This design comes from an exercise in tuning for small area, a short achievable clock period and few clock cycles per item on the open sky130 flow, not from production work.
No functional check of the RTL was part of this run.

<file path="flow/config.mk">
export PLATFORM = sky130hd
export DESIGN_NAME = mult
export DESIGN_NICKNAME = mult
export VERILOG_FILES = /design/flow/design.v
export SDC_FILE = /design/flow/constraint.sdc
export NUM_CORES = 4
export LEC_CHECK = 0
export CAP_MARGIN = 20
export CORE_MARGIN = 2
export CORE_UTILIZATION = 40
export PLACE_DENSITY = 0.6
export SLEW_MARGIN = 20
</file>
<file path="flow/constraint.sdc">
create_clock -name core_clock -period 4.0 [get_ports {clk}]
set_input_delay 0.8000 -clock core_clock [delete_from_list [all_inputs] [get_ports {clk}]]
set_output_delay 0.8000 -clock core_clock [all_outputs]
set_load 0.01 [all_outputs]
</file>
<file path="flow/design.v">
module mult(
      input  reset,
      input  clk,
      input  [31:0] a_in,
      input  [31:0] b_in,
      input  start,
      output logic [63:0] product,
      output logic done);
  logic busy;
  logic [2:0] cnt;
  logic [31:0] sw, cw;       
  logic [6:0] ls, lc;       
  logic [27:0] l;          
  logic cy;                  
  wire [6:0] bsel = busy ? l[6:0] : b_in[6:0];
  wire [31:0] ws = busy ? sw : 32'd0;
  wire [31:0] wc = busy ? cw : 32'd0;
  wire [31:0] pp0 = a_in & {32{bsel[0]}};
  wire [31:0] pp1 = a_in & {32{bsel[1]}};
  wire [31:0] pp2 = a_in & {32{bsel[2]}};
  wire [31:0] pp3 = a_in & {32{bsel[3]}};
  wire [31:0] pp4 = a_in & {32{bsel[4]}};
  wire [31:0] pp5 = a_in & {32{bsel[5]}};
  wire [31:0] pp6 = a_in & {32{bsel[6]}};
  wire s1 = wc[4] ^ ws[4];
  wire c2 = wc[4] & ws[4];
  wire s3 = wc[5] ^ ws[5] ^ pp0[5];
  wire c4 = (wc[5] & ws[5]) | (wc[5] & pp0[5]) | (ws[5] & pp0[5]);
  wire s5 = pp1[4] ^ pp2[3];
  wire c6 = pp1[4] & pp2[3];
  wire s7 = wc[6] ^ ws[6] ^ pp0[6];
  wire c8 = (wc[6] & ws[6]) | (wc[6] & pp0[6]) | (ws[6] & pp0[6]);
  wire s9 = pp1[5] ^ pp2[4] ^ pp3[3];
  wire c10 = (pp1[5] & pp2[4]) | (pp1[5] & pp3[3]) | (pp2[4] & pp3[3]);
  wire s11 = pp4[2] ^ pp5[1];
  wire c12 = pp4[2] & pp5[1];
  wire s13 = wc[7] ^ ws[7] ^ pp0[7];
  wire c14 = (wc[7] & ws[7]) | (wc[7] & pp0[7]) | (ws[7] & pp0[7]);
  wire s15 = pp1[6] ^ pp2[5] ^ pp3[4];
  wire c16 = (pp1[6] & pp2[5]) | (pp1[6] & pp3[4]) | (pp2[5] & pp3[4]);
  wire s17 = pp4[3] ^ pp5[2] ^ pp6[1];
  wire c18 = (pp4[3] & pp5[2]) | (pp4[3] & pp6[1]) | (pp5[2] & pp6[1]);
  wire s19 = wc[8] ^ ws[8] ^ pp0[8];
  wire c20 = (wc[8] & ws[8]) | (wc[8] & pp0[8]) | (ws[8] & pp0[8]);
  wire s21 = pp1[7] ^ pp2[6] ^ pp3[5];
  wire c22 = (pp1[7] & pp2[6]) | (pp1[7] & pp3[5]) | (pp2[6] & pp3[5]);
  wire s23 = pp4[4] ^ pp5[3] ^ pp6[2];
  wire c24 = (pp4[4] & pp5[3]) | (pp4[4] & pp6[2]) | (pp5[3] & pp6[2]);
  wire s25 = wc[9] ^ ws[9] ^ pp0[9];
  wire c26 = (wc[9] & ws[9]) | (wc[9] & pp0[9]) | (ws[9] & pp0[9]);
  wire s27 = pp1[8] ^ pp2[7] ^ pp3[6];
  wire c28 = (pp1[8] & pp2[7]) | (pp1[8] & pp3[6]) | (pp2[7] & pp3[6]);
  wire s29 = pp4[5] ^ pp5[4] ^ pp6[3];
  wire c30 = (pp4[5] & pp5[4]) | (pp4[5] & pp6[3]) | (pp5[4] & pp6[3]);
  wire s31 = wc[10] ^ ws[10] ^ pp0[10];
  wire c32 = (wc[10] & ws[10]) | (wc[10] & pp0[10]) | (ws[10] & pp0[10]);
  wire s33 = pp1[9] ^ pp2[8] ^ pp3[7];
  wire c34 = (pp1[9] & pp2[8]) | (pp1[9] & pp3[7]) | (pp2[8] & pp3[7]);
  wire s35 = pp4[6] ^ pp5[5] ^ pp6[4];
  wire c36 = (pp4[6] & pp5[5]) | (pp4[6] & pp6[4]) | (pp5[5] & pp6[4]);
  wire s37 = wc[11] ^ ws[11] ^ pp0[11];
  wire c38 = (wc[11] & ws[11]) | (wc[11] & pp0[11]) | (ws[11] & pp0[11]);
  wire s39 = pp1[10] ^ pp2[9] ^ pp3[8];
  wire c40 = (pp1[10] & pp2[9]) | (pp1[10] & pp3[8]) | (pp2[9] & pp3[8]);
  wire s41 = pp4[7] ^ pp5[6] ^ pp6[5];
  wire c42 = (pp4[7] & pp5[6]) | (pp4[7] & pp6[5]) | (pp5[6] & pp6[5]);
  wire s43 = wc[12] ^ ws[12] ^ pp0[12];
  wire c44 = (wc[12] & ws[12]) | (wc[12] & pp0[12]) | (ws[12] & pp0[12]);
  wire s45 = pp1[11] ^ pp2[10] ^ pp3[9];
  wire c46 = (pp1[11] & pp2[10]) | (pp1[11] & pp3[9]) | (pp2[10] & pp3[9]);
  wire s47 = pp4[8] ^ pp5[7] ^ pp6[6];
  wire c48 = (pp4[8] & pp5[7]) | (pp4[8] & pp6[6]) | (pp5[7] & pp6[6]);
  wire s49 = wc[13] ^ ws[13] ^ pp0[13];
  wire c50 = (wc[13] & ws[13]) | (wc[13] & pp0[13]) | (ws[13] & pp0[13]);
  wire s51 = pp1[12] ^ pp2[11] ^ pp3[10];
  wire c52 = (pp1[12] & pp2[11]) | (pp1[12] & pp3[10]) | (pp2[11] & pp3[10]);
  wire s53 = pp4[9] ^ pp5[8] ^ pp6[7];
  wire c54 = (pp4[9] & pp5[8]) | (pp4[9] & pp6[7]) | (pp5[8] & pp6[7]);
  wire s55 = wc[14] ^ ws[14] ^ pp0[14];
  wire c56 = (wc[14] & ws[14]) | (wc[14] & pp0[14]) | (ws[14] & pp0[14]);
  wire s57 = pp1[13] ^ pp2[12] ^ pp3[11];
  wire c58 = (pp1[13] & pp2[12]) | (pp1[13] & pp3[11]) | (pp2[12] & pp3[11]);
  wire s59 = pp4[10] ^ pp5[9] ^ pp6[8];
  wire c60 = (pp4[10] & pp5[9]) | (pp4[10] & pp6[8]) | (pp5[9] & pp6[8]);
  wire s61 = wc[15] ^ ws[15] ^ pp0[15];
  wire c62 = (wc[15] & ws[15]) | (wc[15] & pp0[15]) | (ws[15] & pp0[15]);
  wire s63 = pp1[14] ^ pp2[13] ^ pp3[12];
  wire c64 = (pp1[14] & pp2[13]) | (pp1[14] & pp3[12]) | (pp2[13] & pp3[12]);
  wire s65 = pp4[11] ^ pp5[10] ^ pp6[9];
  wire c66 = (pp4[11] & pp5[10]) | (pp4[11] & pp6[9]) | (pp5[10] & pp6[9]);
  wire s67 = wc[16] ^ ws[16] ^ pp0[16];
  wire c68 = (wc[16] & ws[16]) | (wc[16] & pp0[16]) | (ws[16] & pp0[16]);
  wire s69 = pp1[15] ^ pp2[14] ^ pp3[13];
  wire c70 = (pp1[15] & pp2[14]) | (pp1[15] & pp3[13]) | (pp2[14] & pp3[13]);
  wire s71 = pp4[12] ^ pp5[11] ^ pp6[10];
  wire c72 = (pp4[12] & pp5[11]) | (pp4[12] & pp6[10]) | (pp5[11] & pp6[10]);
  wire s73 = wc[17] ^ ws[17] ^ pp0[17];
  wire c74 = (wc[17] & ws[17]) | (wc[17] & pp0[17]) | (ws[17] & pp0[17]);
  wire s75 = pp1[16] ^ pp2[15] ^ pp3[14];
  wire c76 = (pp1[16] & pp2[15]) | (pp1[16] & pp3[14]) | (pp2[15] & pp3[14]);
  wire s77 = pp4[13] ^ pp5[12] ^ pp6[11];
  wire c78 = (pp4[13] & pp5[12]) | (pp4[13] & pp6[11]) | (pp5[12] & pp6[11]);
  wire s79 = wc[18] ^ ws[18] ^ pp0[18];
  wire c80 = (wc[18] & ws[18]) | (wc[18] & pp0[18]) | (ws[18] & pp0[18]);
  wire s81 = pp1[17] ^ pp2[16] ^ pp3[15];
  wire c82 = (pp1[17] & pp2[16]) | (pp1[17] & pp3[15]) | (pp2[16] & pp3[15]);
  wire s83 = pp4[14] ^ pp5[13] ^ pp6[12];
  wire c84 = (pp4[14] & pp5[13]) | (pp4[14] & pp6[12]) | (pp5[13] & pp6[12]);
  wire s85 = wc[19] ^ ws[19] ^ pp0[19];
  wire c86 = (wc[19] & ws[19]) | (wc[19] & pp0[19]) | (ws[19] & pp0[19]);
  wire s87 = pp1[18] ^ pp2[17] ^ pp3[16];
  wire c88 = (pp1[18] & pp2[17]) | (pp1[18] & pp3[16]) | (pp2[17] & pp3[16]);
  wire s89 = pp4[15] ^ pp5[14] ^ pp6[13];
  wire c90 = (pp4[15] & pp5[14]) | (pp4[15] & pp6[13]) | (pp5[14] & pp6[13]);
  wire s91 = wc[20] ^ ws[20] ^ pp0[20];
  wire c92 = (wc[20] & ws[20]) | (wc[20] & pp0[20]) | (ws[20] & pp0[20]);
  wire s93 = pp1[19] ^ pp2[18] ^ pp3[17];
  wire c94 = (pp1[19] & pp2[18]) | (pp1[19] & pp3[17]) | (pp2[18] & pp3[17]);
  wire s95 = pp4[16] ^ pp5[15] ^ pp6[14];
  wire c96 = (pp4[16] & pp5[15]) | (pp4[16] & pp6[14]) | (pp5[15] & pp6[14]);
  wire s97 = wc[21] ^ ws[21] ^ pp0[21];
  wire c98 = (wc[21] & ws[21]) | (wc[21] & pp0[21]) | (ws[21] & pp0[21]);
  wire s99 = pp1[20] ^ pp2[19] ^ pp3[18];
  wire c100 = (pp1[20] & pp2[19]) | (pp1[20] & pp3[18]) | (pp2[19] & pp3[18]);
  wire s101 = pp4[17] ^ pp5[16] ^ pp6[15];
  wire c102 = (pp4[17] & pp5[16]) | (pp4[17] & pp6[15]) | (pp5[16] & pp6[15]);
  wire s103 = wc[22] ^ ws[22] ^ pp0[22];
  wire c104 = (wc[22] & ws[22]) | (wc[22] & pp0[22]) | (ws[22] & pp0[22]);
  wire s105 = pp1[21] ^ pp2[20] ^ pp3[19];
  wire c106 = (pp1[21] & pp2[20]) | (pp1[21] & pp3[19]) | (pp2[20] & pp3[19]);
  wire s107 = pp4[18] ^ pp5[17] ^ pp6[16];
  wire c108 = (pp4[18] & pp5[17]) | (pp4[18] & pp6[16]) | (pp5[17] & pp6[16]);
  wire s109 = wc[23] ^ ws[23] ^ pp0[23];
  wire c110 = (wc[23] & ws[23]) | (wc[23] & pp0[23]) | (ws[23] & pp0[23]);
  wire s111 = pp1[22] ^ pp2[21] ^ pp3[20];
  wire c112 = (pp1[22] & pp2[21]) | (pp1[22] & pp3[20]) | (pp2[21] & pp3[20]);
  wire s113 = pp4[19] ^ pp5[18] ^ pp6[17];
  wire c114 = (pp4[19] & pp5[18]) | (pp4[19] & pp6[17]) | (pp5[18] & pp6[17]);
  wire s115 = wc[24] ^ ws[24] ^ pp0[24];
  wire c116 = (wc[24] & ws[24]) | (wc[24] & pp0[24]) | (ws[24] & pp0[24]);
  wire s117 = pp1[23] ^ pp2[22] ^ pp3[21];
  wire c118 = (pp1[23] & pp2[22]) | (pp1[23] & pp3[21]) | (pp2[22] & pp3[21]);
  wire s119 = pp4[20] ^ pp5[19] ^ pp6[18];
  wire c120 = (pp4[20] & pp5[19]) | (pp4[20] & pp6[18]) | (pp5[19] & pp6[18]);
  wire s121 = wc[25] ^ ws[25] ^ pp0[25];
  wire c122 = (wc[25] & ws[25]) | (wc[25] & pp0[25]) | (ws[25] & pp0[25]);
  wire s123 = pp1[24] ^ pp2[23] ^ pp3[22];
  wire c124 = (pp1[24] & pp2[23]) | (pp1[24] & pp3[22]) | (pp2[23] & pp3[22]);
  wire s125 = pp4[21] ^ pp5[20] ^ pp6[19];
  wire c126 = (pp4[21] & pp5[20]) | (pp4[21] & pp6[19]) | (pp5[20] & pp6[19]);
  wire s127 = wc[26] ^ ws[26] ^ pp0[26];
  wire c128 = (wc[26] & ws[26]) | (wc[26] & pp0[26]) | (ws[26] & pp0[26]);
  wire s129 = pp1[25] ^ pp2[24] ^ pp3[23];
  wire c130 = (pp1[25] & pp2[24]) | (pp1[25] & pp3[23]) | (pp2[24] & pp3[23]);
  wire s131 = pp4[22] ^ pp5[21] ^ pp6[20];
  wire c132 = (pp4[22] & pp5[21]) | (pp4[22] & pp6[20]) | (pp5[21] & pp6[20]);
  wire s133 = wc[27] ^ ws[27] ^ pp0[27];
  wire c134 = (wc[27] & ws[27]) | (wc[27] & pp0[27]) | (ws[27] & pp0[27]);
  wire s135 = pp1[26] ^ pp2[25] ^ pp3[24];
  wire c136 = (pp1[26] & pp2[25]) | (pp1[26] & pp3[24]) | (pp2[25] & pp3[24]);
  wire s137 = pp4[23] ^ pp5[22] ^ pp6[21];
  wire c138 = (pp4[23] & pp5[22]) | (pp4[23] & pp6[21]) | (pp5[22] & pp6[21]);
  wire s139 = wc[28] ^ ws[28] ^ pp0[28];
  wire c140 = (wc[28] & ws[28]) | (wc[28] & pp0[28]) | (ws[28] & pp0[28]);
  wire s141 = pp1[27] ^ pp2[26] ^ pp3[25];
  wire c142 = (pp1[27] & pp2[26]) | (pp1[27] & pp3[25]) | (pp2[26] & pp3[25]);
  wire s143 = pp4[24] ^ pp5[23] ^ pp6[22];
  wire c144 = (pp4[24] & pp5[23]) | (pp4[24] & pp6[22]) | (pp5[23] & pp6[22]);
  wire s145 = wc[29] ^ ws[29] ^ pp0[29];
  wire c146 = (wc[29] & ws[29]) | (wc[29] & pp0[29]) | (ws[29] & pp0[29]);
  wire s147 = pp1[28] ^ pp2[27] ^ pp3[26];
  wire c148 = (pp1[28] & pp2[27]) | (pp1[28] & pp3[26]) | (pp2[27] & pp3[26]);
  wire s149 = pp4[25] ^ pp5[24] ^ pp6[23];
  wire c150 = (pp4[25] & pp5[24]) | (pp4[25] & pp6[23]) | (pp5[24] & pp6[23]);
  wire s151 = wc[30] ^ ws[30] ^ pp0[30];
  wire c152 = (wc[30] & ws[30]) | (wc[30] & pp0[30]) | (ws[30] & pp0[30]);
  wire s153 = pp1[29] ^ pp2[28] ^ pp3[27];
  wire c154 = (pp1[29] & pp2[28]) | (pp1[29] & pp3[27]) | (pp2[28] & pp3[27]);
  wire s155 = pp4[26] ^ pp5[25] ^ pp6[24];
  wire c156 = (pp4[26] & pp5[25]) | (pp4[26] & pp6[24]) | (pp5[25] & pp6[24]);
  wire s157 = wc[31] ^ ws[31] ^ pp0[31];
  wire c158 = (wc[31] & ws[31]) | (wc[31] & pp0[31]) | (ws[31] & pp0[31]);
  wire s159 = pp1[30] ^ pp2[29] ^ pp3[28];
  wire c160 = (pp1[30] & pp2[29]) | (pp1[30] & pp3[28]) | (pp2[29] & pp3[28]);
  wire s161 = pp4[27] ^ pp5[26] ^ pp6[25];
  wire c162 = (pp4[27] & pp5[26]) | (pp4[27] & pp6[25]) | (pp5[26] & pp6[25]);
  wire s163 = pp1[31] ^ pp2[30] ^ pp3[29];
  wire c164 = (pp1[31] & pp2[30]) | (pp1[31] & pp3[29]) | (pp2[30] & pp3[29]);
  wire s165 = pp4[28] ^ pp5[27];
  wire c166 = pp4[28] & pp5[27];
  wire s167 = pp2[31] ^ pp3[30];
  wire c168 = pp2[31] & pp3[30];
  wire s169 = wc[2] ^ ws[2];
  wire c170 = wc[2] & ws[2];
  wire s171 = wc[3] ^ ws[3] ^ pp0[3];
  wire c172 = (wc[3] & ws[3]) | (wc[3] & pp0[3]) | (ws[3] & pp0[3]);
  wire s173 = pp1[2] ^ pp2[1];
  wire c174 = pp1[2] & pp2[1];
  wire s175 = s1 ^ pp0[4] ^ pp1[3];
  wire c176 = (s1 & pp0[4]) | (s1 & pp1[3]) | (pp0[4] & pp1[3]);
  wire s177 = pp2[2] ^ pp3[1] ^ pp4[0];
  wire c178 = (pp2[2] & pp3[1]) | (pp2[2] & pp4[0]) | (pp3[1] & pp4[0]);
  wire s179 = c2 ^ pp3[2] ^ pp4[1];
  wire c180 = (c2 & pp3[2]) | (c2 & pp4[1]) | (pp3[2] & pp4[1]);
  wire s181 = pp5[0] ^ s5 ^ s3;
  wire c182 = (pp5[0] & s5) | (pp5[0] & s3) | (s5 & s3);
  wire s183 = pp6[0] ^ c6 ^ s11;
  wire c184 = (pp6[0] & c6) | (pp6[0] & s11) | (c6 & s11);
  wire s185 = c4 ^ s7 ^ s9;
  wire c186 = (c4 & s7) | (c4 & s9) | (s7 & s9);
  wire s187 = c12 ^ c10 ^ c8;
  wire c188 = (c12 & c10) | (c12 & c8) | (c10 & c8);
  wire s189 = s13 ^ s15 ^ s17;
  wire c190 = (s13 & s15) | (s13 & s17) | (s15 & s17);
  wire s191 = c14 ^ c16 ^ c18;
  wire c192 = (c14 & c16) | (c14 & c18) | (c16 & c18);
  wire s193 = s19 ^ s21 ^ s23;
  wire c194 = (s19 & s21) | (s19 & s23) | (s21 & s23);
  wire s195 = c20 ^ c22 ^ c24;
  wire c196 = (c20 & c22) | (c20 & c24) | (c22 & c24);
  wire s197 = s25 ^ s27 ^ s29;
  wire c198 = (s25 & s27) | (s25 & s29) | (s27 & s29);
  wire s199 = c26 ^ c28 ^ c30;
  wire c200 = (c26 & c28) | (c26 & c30) | (c28 & c30);
  wire s201 = s31 ^ s33 ^ s35;
  wire c202 = (s31 & s33) | (s31 & s35) | (s33 & s35);
  wire s203 = c32 ^ c34 ^ c36;
  wire c204 = (c32 & c34) | (c32 & c36) | (c34 & c36);
  wire s205 = s37 ^ s39 ^ s41;
  wire c206 = (s37 & s39) | (s37 & s41) | (s39 & s41);
  wire s207 = c38 ^ c40 ^ c42;
  wire c208 = (c38 & c40) | (c38 & c42) | (c40 & c42);
  wire s209 = s43 ^ s45 ^ s47;
  wire c210 = (s43 & s45) | (s43 & s47) | (s45 & s47);
  wire s211 = c44 ^ c46 ^ c48;
  wire c212 = (c44 & c46) | (c44 & c48) | (c46 & c48);
  wire s213 = s49 ^ s51 ^ s53;
  wire c214 = (s49 & s51) | (s49 & s53) | (s51 & s53);
  wire s215 = c50 ^ c52 ^ c54;
  wire c216 = (c50 & c52) | (c50 & c54) | (c52 & c54);
  wire s217 = s55 ^ s57 ^ s59;
  wire c218 = (s55 & s57) | (s55 & s59) | (s57 & s59);
  wire s219 = c56 ^ c58 ^ c60;
  wire c220 = (c56 & c58) | (c56 & c60) | (c58 & c60);
  wire s221 = s61 ^ s63 ^ s65;
  wire c222 = (s61 & s63) | (s61 & s65) | (s63 & s65);
  wire s223 = c62 ^ c64 ^ c66;
  wire c224 = (c62 & c64) | (c62 & c66) | (c64 & c66);
  wire s225 = s67 ^ s69 ^ s71;
  wire c226 = (s67 & s69) | (s67 & s71) | (s69 & s71);
  wire s227 = c68 ^ c70 ^ c72;
  wire c228 = (c68 & c70) | (c68 & c72) | (c70 & c72);
  wire s229 = s73 ^ s75 ^ s77;
  wire c230 = (s73 & s75) | (s73 & s77) | (s75 & s77);
  wire s231 = c74 ^ c76 ^ c78;
  wire c232 = (c74 & c76) | (c74 & c78) | (c76 & c78);
  wire s233 = s79 ^ s81 ^ s83;
  wire c234 = (s79 & s81) | (s79 & s83) | (s81 & s83);
  wire s235 = c80 ^ c82 ^ c84;
  wire c236 = (c80 & c82) | (c80 & c84) | (c82 & c84);
  wire s237 = s85 ^ s87 ^ s89;
  wire c238 = (s85 & s87) | (s85 & s89) | (s87 & s89);
  wire s239 = c86 ^ c88 ^ c90;
  wire c240 = (c86 & c88) | (c86 & c90) | (c88 & c90);
  wire s241 = s91 ^ s93 ^ s95;
  wire c242 = (s91 & s93) | (s91 & s95) | (s93 & s95);
  wire s243 = c92 ^ c94 ^ c96;
  wire c244 = (c92 & c94) | (c92 & c96) | (c94 & c96);
  wire s245 = s101 ^ s97 ^ s99;
  wire c246 = (s101 & s97) | (s101 & s99) | (s97 & s99);
  wire s247 = c100 ^ c102 ^ c98;
  wire c248 = (c100 & c102) | (c100 & c98) | (c102 & c98);
  wire s249 = s103 ^ s105 ^ s107;
  wire c250 = (s103 & s105) | (s103 & s107) | (s105 & s107);
  wire s251 = c104 ^ c106 ^ c108;
  wire c252 = (c104 & c106) | (c104 & c108) | (c106 & c108);
  wire s253 = s109 ^ s111 ^ s113;
  wire c254 = (s109 & s111) | (s109 & s113) | (s111 & s113);
  wire s255 = c110 ^ c112 ^ c114;
  wire c256 = (c110 & c112) | (c110 & c114) | (c112 & c114);
  wire s257 = s115 ^ s117 ^ s119;
  wire c258 = (s115 & s117) | (s115 & s119) | (s117 & s119);
  wire s259 = c116 ^ c118 ^ c120;
  wire c260 = (c116 & c118) | (c116 & c120) | (c118 & c120);
  wire s261 = s121 ^ s123 ^ s125;
  wire c262 = (s121 & s123) | (s121 & s125) | (s123 & s125);
  wire s263 = c122 ^ c124 ^ c126;
  wire c264 = (c122 & c124) | (c122 & c126) | (c124 & c126);
  wire s265 = s127 ^ s129 ^ s131;
  wire c266 = (s127 & s129) | (s127 & s131) | (s129 & s131);
  wire s267 = c128 ^ c130 ^ c132;
  wire c268 = (c128 & c130) | (c128 & c132) | (c130 & c132);
  wire s269 = s133 ^ s135 ^ s137;
  wire c270 = (s133 & s135) | (s133 & s137) | (s135 & s137);
  wire s271 = c134 ^ c136 ^ c138;
  wire c272 = (c134 & c136) | (c134 & c138) | (c136 & c138);
  wire s273 = s139 ^ s141 ^ s143;
  wire c274 = (s139 & s141) | (s139 & s143) | (s141 & s143);
  wire s275 = c140 ^ c142 ^ c144;
  wire c276 = (c140 & c142) | (c140 & c144) | (c142 & c144);
  wire s277 = s145 ^ s147 ^ s149;
  wire c278 = (s145 & s147) | (s145 & s149) | (s147 & s149);
  wire s279 = c146 ^ c148 ^ c150;
  wire c280 = (c146 & c148) | (c146 & c150) | (c148 & c150);
  wire s281 = s151 ^ s153 ^ s155;
  wire c282 = (s151 & s153) | (s151 & s155) | (s153 & s155);
  wire s283 = c152 ^ c154 ^ c156;
  wire c284 = (c152 & c154) | (c152 & c156) | (c154 & c156);
  wire s285 = s157 ^ s159 ^ s161;
  wire c286 = (s157 & s159) | (s157 & s161) | (s159 & s161);
  wire s287 = pp6[26] ^ s165 ^ c158;
  wire c288 = (pp6[26] & s165) | (pp6[26] & c158) | (s165 & c158);
  wire s289 = c160 ^ c162 ^ s163;
  wire c290 = (c160 & c162) | (c160 & s163) | (c162 & s163);
  wire s291 = pp4[29] ^ pp5[28] ^ pp6[27];
  wire c292 = (pp4[29] & pp5[28]) | (pp4[29] & pp6[27]) | (pp5[28] & pp6[27]);
  wire s293 = c166 ^ s167 ^ c164;
  wire c294 = (c166 & s167) | (c166 & c164) | (s167 & c164);
  wire s295 = pp3[31] ^ pp4[30] ^ pp5[29];
  wire c296 = (pp3[31] & pp4[30]) | (pp3[31] & pp5[29]) | (pp4[30] & pp5[29]);
  wire s297 = pp6[28] ^ c168;
  wire c298 = pp6[28] & c168;
  wire s299 = pp4[31] ^ pp5[30];
  wire c300 = pp4[31] & pp5[30];
  wire s301 = wc[1] ^ ws[1];
  wire c302 = wc[1] & ws[1];
  wire s303 = s169 ^ pp0[2] ^ pp1[1];
  wire c304 = (s169 & pp0[2]) | (s169 & pp1[1]) | (pp0[2] & pp1[1]);
  wire s305 = c170 ^ pp3[0] ^ s173;
  wire c306 = (c170 & pp3[0]) | (c170 & s173) | (pp3[0] & s173);
  wire s307 = c174 ^ c172 ^ s175;
  wire c308 = (c174 & c172) | (c174 & s175) | (c172 & s175);
  wire s309 = c176 ^ c178 ^ s179;
  wire c310 = (c176 & c178) | (c176 & s179) | (c178 & s179);
  wire s311 = c180 ^ s183 ^ c182;
  wire c312 = (c180 & s183) | (c180 & c182) | (s183 & c182);
  wire s313 = c184 ^ c186 ^ s187;
  wire c314 = (c184 & c186) | (c184 & s187) | (c186 & s187);
  wire s315 = c188 ^ c190 ^ s191;
  wire c316 = (c188 & c190) | (c188 & s191) | (c190 & s191);
  wire s317 = c192 ^ c194 ^ s195;
  wire c318 = (c192 & c194) | (c192 & s195) | (c194 & s195);
  wire s319 = c196 ^ c198 ^ s199;
  wire c320 = (c196 & c198) | (c196 & s199) | (c198 & s199);
  wire s321 = c200 ^ c202 ^ s203;
  wire c322 = (c200 & c202) | (c200 & s203) | (c202 & s203);
  wire s323 = c204 ^ c206 ^ s207;
  wire c324 = (c204 & c206) | (c204 & s207) | (c206 & s207);
  wire s325 = c208 ^ c210 ^ s211;
  wire c326 = (c208 & c210) | (c208 & s211) | (c210 & s211);
  wire s327 = c212 ^ c214 ^ s215;
  wire c328 = (c212 & c214) | (c212 & s215) | (c214 & s215);
  wire s329 = c216 ^ c218 ^ s219;
  wire c330 = (c216 & c218) | (c216 & s219) | (c218 & s219);
  wire s331 = c220 ^ c222 ^ s223;
  wire c332 = (c220 & c222) | (c220 & s223) | (c222 & s223);
  wire s333 = c224 ^ c226 ^ s227;
  wire c334 = (c224 & c226) | (c224 & s227) | (c226 & s227);
  wire s335 = c228 ^ c230 ^ s231;
  wire c336 = (c228 & c230) | (c228 & s231) | (c230 & s231);
  wire s337 = c232 ^ c234 ^ s235;
  wire c338 = (c232 & c234) | (c232 & s235) | (c234 & s235);
  wire s339 = c236 ^ c238 ^ s239;
  wire c340 = (c236 & c238) | (c236 & s239) | (c238 & s239);
  wire s341 = c240 ^ c242 ^ s243;
  wire c342 = (c240 & c242) | (c240 & s243) | (c242 & s243);
  wire s343 = c244 ^ c246 ^ s247;
  wire c344 = (c244 & c246) | (c244 & s247) | (c246 & s247);
  wire s345 = c248 ^ c250 ^ s251;
  wire c346 = (c248 & c250) | (c248 & s251) | (c250 & s251);
  wire s347 = c252 ^ c254 ^ s255;
  wire c348 = (c252 & c254) | (c252 & s255) | (c254 & s255);
  wire s349 = c256 ^ c258 ^ s259;
  wire c350 = (c256 & c258) | (c256 & s259) | (c258 & s259);
  wire s351 = c260 ^ c262 ^ s263;
  wire c352 = (c260 & c262) | (c260 & s263) | (c262 & s263);
  wire s353 = c264 ^ c266 ^ s267;
  wire c354 = (c264 & c266) | (c264 & s267) | (c266 & s267);
  wire s355 = c268 ^ c270 ^ s271;
  wire c356 = (c268 & c270) | (c268 & s271) | (c270 & s271);
  wire s357 = c272 ^ c274 ^ s275;
  wire c358 = (c272 & c274) | (c272 & s275) | (c274 & s275);
  wire s359 = c276 ^ c278 ^ s279;
  wire c360 = (c276 & c278) | (c276 & s279) | (c278 & s279);
  wire s361 = c280 ^ c282 ^ s283;
  wire c362 = (c280 & c282) | (c280 & s283) | (c282 & s283);
  wire s363 = c284 ^ c286 ^ s287;
  wire c364 = (c284 & c286) | (c284 & s287) | (c286 & s287);
  wire s365 = s291 ^ c288 ^ c290;
  wire c366 = (s291 & c288) | (s291 & c290) | (c288 & c290);
  wire s367 = c292 ^ s295 ^ s297;
  wire c368 = (c292 & s295) | (c292 & s297) | (s295 & s297);
  wire s369 = pp6[29] ^ s299 ^ c296;
  wire c370 = (pp6[29] & s299) | (pp6[29] & c296) | (s299 & c296);
  wire s371 = pp5[31] ^ pp6[30];
  wire c372 = pp5[31] & pp6[30];
  wire s373 = wc[0] ^ ws[0];
  wire c374 = wc[0] & ws[0];
  wire s375 = s301 ^ pp0[1] ^ pp1[0];
  wire c376 = (s301 & pp0[1]) | (s301 & pp1[0]) | (pp0[1] & pp1[0]);
  wire s377 = c302 ^ pp2[0] ^ s303;
  wire c378 = (c302 & pp2[0]) | (c302 & s303) | (pp2[0] & s303);
  wire s379 = c304 ^ s171 ^ s305;
  wire c380 = (c304 & s171) | (c304 & s305) | (s171 & s305);
  wire s381 = s177 ^ c306 ^ s307;
  wire c382 = (s177 & c306) | (s177 & s307) | (c306 & s307);
  wire s383 = c308 ^ s181 ^ s309;
  wire c384 = (c308 & s181) | (c308 & s309) | (s181 & s309);
  wire s385 = c310 ^ s185 ^ s311;
  wire c386 = (c310 & s185) | (c310 & s311) | (s185 & s311);
  wire s387 = s189 ^ c312 ^ s313;
  wire c388 = (s189 & c312) | (s189 & s313) | (c312 & s313);
  wire s389 = s193 ^ c314 ^ s315;
  wire c390 = (s193 & c314) | (s193 & s315) | (c314 & s315);
  wire s391 = s197 ^ c316 ^ s317;
  wire c392 = (s197 & c316) | (s197 & s317) | (c316 & s317);
  wire s393 = s201 ^ c318 ^ s319;
  wire c394 = (s201 & c318) | (s201 & s319) | (c318 & s319);
  wire s395 = s205 ^ c320 ^ s321;
  wire c396 = (s205 & c320) | (s205 & s321) | (c320 & s321);
  wire s397 = s209 ^ c322 ^ s323;
  wire c398 = (s209 & c322) | (s209 & s323) | (c322 & s323);
  wire s399 = s213 ^ c324 ^ s325;
  wire c400 = (s213 & c324) | (s213 & s325) | (c324 & s325);
  wire s401 = s217 ^ c326 ^ s327;
  wire c402 = (s217 & c326) | (s217 & s327) | (c326 & s327);
  wire s403 = s221 ^ c328 ^ s329;
  wire c404 = (s221 & c328) | (s221 & s329) | (c328 & s329);
  wire s405 = s225 ^ c330 ^ s331;
  wire c406 = (s225 & c330) | (s225 & s331) | (c330 & s331);
  wire s407 = s229 ^ c332 ^ s333;
  wire c408 = (s229 & c332) | (s229 & s333) | (c332 & s333);
  wire s409 = s233 ^ c334 ^ s335;
  wire c410 = (s233 & c334) | (s233 & s335) | (c334 & s335);
  wire s411 = s237 ^ c336 ^ s337;
  wire c412 = (s237 & c336) | (s237 & s337) | (c336 & s337);
  wire s413 = s241 ^ c338 ^ s339;
  wire c414 = (s241 & c338) | (s241 & s339) | (c338 & s339);
  wire s415 = s245 ^ c340 ^ s341;
  wire c416 = (s245 & c340) | (s245 & s341) | (c340 & s341);
  wire s417 = s249 ^ c342 ^ s343;
  wire c418 = (s249 & c342) | (s249 & s343) | (c342 & s343);
  wire s419 = s253 ^ c344 ^ s345;
  wire c420 = (s253 & c344) | (s253 & s345) | (c344 & s345);
  wire s421 = s257 ^ c346 ^ s347;
  wire c422 = (s257 & c346) | (s257 & s347) | (c346 & s347);
  wire s423 = s261 ^ c348 ^ s349;
  wire c424 = (s261 & c348) | (s261 & s349) | (c348 & s349);
  wire s425 = s265 ^ c350 ^ s351;
  wire c426 = (s265 & c350) | (s265 & s351) | (c350 & s351);
  wire s427 = s269 ^ c352 ^ s353;
  wire c428 = (s269 & c352) | (s269 & s353) | (c352 & s353);
  wire s429 = s273 ^ c354 ^ s355;
  wire c430 = (s273 & c354) | (s273 & s355) | (c354 & s355);
  wire s431 = s277 ^ c356 ^ s357;
  wire c432 = (s277 & c356) | (s277 & s357) | (c356 & s357);
  wire s433 = s281 ^ c358 ^ s359;
  wire c434 = (s281 & c358) | (s281 & s359) | (c358 & s359);
  wire s435 = s285 ^ c360 ^ s361;
  wire c436 = (s285 & c360) | (s285 & s361) | (c360 & s361);
  wire s437 = s289 ^ c362 ^ s363;
  wire c438 = (s289 & c362) | (s289 & s363) | (c362 & s363);
  wire s439 = s293 ^ c364 ^ s365;
  wire c440 = (s293 & c364) | (s293 & s365) | (c364 & s365);
  wire s441 = c294 ^ s367 ^ c366;
  wire c442 = (c294 & s367) | (c294 & c366) | (s367 & c366);
  wire s443 = c298 ^ s369 ^ c368;
  wire c444 = (c298 & s369) | (c298 & c368) | (s369 & c368);
  wire s445 = c300 ^ s371 ^ c370;
  wire c446 = (c300 & s371) | (c300 & c370) | (s371 & c370);
  wire s447 = pp6[31] ^ c372;
  wire c448 = pp6[31] & c372;
  wire [38:0] r0 = {c448, s447, s445, s443, c440, c438, c436, c434, c432, c430, c428, c426, c424, c422, c420, c418, c416, c414, c412, c410, c408, c406, c404, c402, c400, c398, c396, c394, c392, c390, c388, c386, c384, c382, c380, c378, c376, c374, s373};
  wire [38:0] r1 = {1'b0, c446, c444, c442, s441, s439, s437, s435, s433, s431, s429, s427, s425, s423, s421, s419, s417, s415, s413, s411, s409, s407, s405, s403, s401, s399, s397, s395, s393, s391, s389, s387, s385, s383, s381, s379, s377, s375, pp0[0]};
  wire [7:0] lres = ls + lc + cy;
  always_ff @(posedge clk, posedge reset) begin
    if (reset) begin
      busy <= 1'b0;
      done <= 1'b0;
      cnt <= '0;
    end else if (start || busy) begin
      if (cnt == 3'd4) begin
        busy <= 1'b0;
        done <= 1'b1;
        cnt <= '0;
      end else begin
        busy <= 1'b1;
        done <= 1'b0;
        cnt <= cnt + 1'b1;
      end
    end
  end
  always_ff @(posedge clk) begin
    if (start || busy) begin
      sw <= r0[38:7];
      cw <= r1[38:7];
      ls <= r0[6:0];
      lc <= r1[6:0];
      cy <= busy & lres[7];
      l <= busy ? {lres[6:0], l[27:7]} : {3'd0, b_in[31:7]};
    end
  end
  assign product[27:0] = l;
  assign product[63:28] = {sw[28:0], ls} + {cw[28:0], lc} + cy;
endmodule
</file>
<file path="flow/run.sh">
#!/bin/bash
# synth_recipe.tcl (not shown) runs the flow's synth.tcl, then flattens the netlist and writes it again
# the make line also repeats each setting of config.mk as NAME=value (left out here)
make -C /OpenROAD-flow-scripts/flow DESIGN_CONFIG=/design/flow/config.mk WORK_HOME=/design/flow/orfs CLKGATE_MAP_FILE= SYNTH_SCRIPT=/design/flow/synth_recipe.tcl finish
</file>
==> results.py <==
metrics = {
    "floorplanning": {
        "dieArea_um2": 32000,
        "rows": 64,
        "fp.dieH_um": 179,
        "die_w_um": 179,
        "start_util_pct": 40.3,
        "io_pins": 132,
        "core_region_area_um2": 30300,
    },
    "synth": {
        "async_reset_ff_share_pct": 4.50,
        "synth_edf_count": 106,
        "synth_top_area_cell": "fa_1",
        "ys_warn_count": 1,
        "synth_area_um2": 12200,
        "yosysMostFrequentCell": "nand2_1",
        "yosysSeqAreaShare_pct": 27.1,
        "yosys-top-cells-count": "nand2_1, fa_1, inv_1",
        "synthFlopType": "edfxtp_1",
        "ys_ff_latch": 111,
        "ys_types": 49,
        "syn-instance-count": 1183,
        "post_synth_main_area_contributors": "fa_1, edfxtp_1, nand2_1, inv_1, ha_1",
        "postSynthAreaPerCell_um2": 10.3,
        "synth_fp_nets": 1512,
        "yosysTopAreaCellShare_pct": 34.7,
    },
    "clock_tree": {
        "htreeDepth": 3,
        "clk_path_buf_depth": 2,
        "cts_buffers": 9,
        "clock_sink_count": 111,
        "root_buffer": "clkbuf_16",
        "clkTransAtPathRegs_ns": 0.10,
        "cts_tree": "done",
        "clkLatencyLatePin_ns": 0.38,
    },
    "drt": {
        "drt_wl_total_um": 32000,
        "drtIter0Drc": 509,
        "ant_nets": 0,
        "drt_pre_antenna_iters": 5,
        "vias": 8767,
        "viasPerCell": 5.00,
        "drcViolationCount": 0,
        "drt-wirelength-per-cell_um": 18.2,
    },
    "global_routing": {
        "use_met1_pct": 28.8,
        "grt-busiest-layer": "met2",
        "grt.met2_usage_pct": 36.4,
        "met3_usage_pct": 2.01,
        "grt_util_all_layers_pct": 21.2,
        "antenna_found_initial": 0,
        "grt_pass1_wl_um": 51600,
        "grt_pass1_vias": 9546,
        "grt.overflow.total": 0,
        "grt_max_degree": 54,
    },
    "timing": {
        "max_slew_margin_pct": 54.7,
        "fmax_mhz": 245,
        "skew_ns": 0.0193,
        "finalCriticalPeriod_ns": 4.08,
        "min_period_over_period_pct": 102,
        "rsz0062_at_grt": "true",
        "slew_violations": 0,
        "hold_viol_final": 0,
        "worst_pin_slew_ns": 0.680,
        "layout_setup_ws_ns": -0.0798,
        "finalSetupViolations": 4,
    },
    "critical_path": {
        "cp.arrival_ns": 3.28,
        "startpoint": "ls[0]",
        "cp-start-kind": "flop",
        "required_ns": 3.20,
        "r2r_start": "busy",
        "crit_fanout": 4,
        "cp-end-kind": "output pin",
        "ff2ff_path_depth": 10,
        "setup.worst_path.class": "reg -> out",
    },
    "hold_path": {
        "hold_path_class": "reg -> reg",
        "hold_depth": 1,
        "min_from": "cnt[2]",
    },
    "layout": {
        "layout.nets": 1682,
        "drive_gt1_share_pct": 12.5,
        "n_antenna_cell": 0,
        "stdcell_area_um2": 15000,
        "utilization_pct": 49.6,
        "synthToLayoutAreaGrowth_pct": 23.0,
        "nFillCells": 2787,
    },
    "placed_design": {
        "post-dp-hpwl_um": 26400,
        "placed_cell_area_um2": 14500,
        "place.gp.congestion": 0.868,
        "place.port_buffers": 131,
    },
    "outcome": {
        "so.violations": "setup timing",
        "status": "finished with violations",
    },
    "job": {
        "drv_cap": 0,
    },
}
[critical path, cell delays in order (launching register included)]
cell      delay [ns]
edfxtp_1        0.38
fa_2            0.23
inv_2           0.04
fa_2            0.34
nand2b_4        0.15
a21o_1          0.19
a31o_4          0.25
o211a_4         0.24
o41ai_4         0.28
buf_4           0.20
buf_4           0.11
a31oi_2         0.07
xnor2_1         0.17
buf_4           0.15
buf_6           0.09
[cell families (layout without fill, tap and decap cells)]
| family | count (synthesis) | after routing | synth area share, % |
|---|---|---|---|
| flops | 111 | 111 | 27.1 |
| buf+inv | 237 | 412 | 7.28 |
| simple gates | 380 | 380 | 13.7 |
| mux | 32 | 32 | 2.95 |
| xor+xnor | 32 | 32 | 2.29 |
| fa+ha+maj | 262 | 262 | 39.8 |
| compound gates | 129 | 129 | 6.93 |
[per-layer routing]
layer,vias up,routed length [µm]
met5,-,0
met4,0,594
met3,35,1310
met2,195,16000
met1,4484,14100
li1,4053,-
[stage by stage]
stage               instances  worst slack, ns  setup TNS [ns]  hold slack [ns]
CTS                      1750           -0.157          -0.469            0.497
detailed placement       1729           -0.176           -5.10            0.487
floorplan                1183            0.161               0            0.451
global placement         1729           -0.139           -3.23            0.475
global route             1754           -0.202          -0.778            0.554
finish                   1754          -0.0798          -0.144            0.500
[repair_timing]
action                                  in CTS  in global routing
hold buffers                                 0                  0
endpoints found under the hold margin        0                  0
endpoints found under the setup margin      23                 18
setup buffers                                5                  4
pin swaps                                    9                 15
cloned                                       0                  0
resized for setup                           64                 45
[path summary, 6_finish.rpt]
path	slack, ns	to
max in group asynchronous	3.19	busy
setup reg to reg	0.40	cw[16]
hold reg to reg	0.50	cnt[2]
hold / removal	0.50	cnt[2]
min in group asynchronous	0.62	cnt[0]
setup / recovery	-0.08	product[60]
[flip-flops by register name, summed over array words and instances, names as in the netlist]
name / count
sw: 32
ls: 7
busy: 1
cy: 1
l: 28
cw: 31
done: 1
lc: 7
cnt: 3
[placed cells by master, fill, tap and decap left out, drive strengths merged, types with 7 or more instances in the layout]
master	n
a21o	21
xnor2	17
mux2	32
edfxtp	106
ha	50
a31oi	7
clkdlybuf4s50	108
clkbuf	12
xor2	15
nor2	21
o21ai	23
inv	201
nor2b	7
o21a	8
fa	212
a21oi	41
and2	61
o211ai	7
buf	80
nand2	262
[final cells by class]
class | count | area (µm²) | area share [%]
Clock buffer | 9 | 225 | 1.50
Clock inverter | 7 | 101 | 0.674
Inverter | 197 | 742 | 4.93
Multi-Input combinational cell | 835 | 8220 | 54.6
Sequential cell | 111 | 3310 | 22.0
Tap cell | 396 | 495 | 3.29
Timing Repair Buffer | 199 | 1950 | 13.0

-- what the ideal ports hide --
In the flow no input, the clock included, has a driving cell. The finished layout below was timed again as built, in two steps. Step 1, drivers: a clkbuf_16 drives clk and a buf_2 each remaining input, both assumed. Step 2 adds t to the input delays and takes it off the output delays; t is the mean of the earliest and latest rising clock arrival at the registers after step 1. Input paths then give back, and output paths get back, about the clock's delay inside the block. Slacks: no drivers / after step 1 / after step 2; pairs: no drivers / after step 1.
t (ns): 0.413
setup WS [ns]: -0.080 / -0.124 / -0.197
slew at the worst register clock pin (ns): 0.10 / 0.10
The setup slack of this run moves by -0.044 ns with the drivers and by -0.117 ns with both steps.
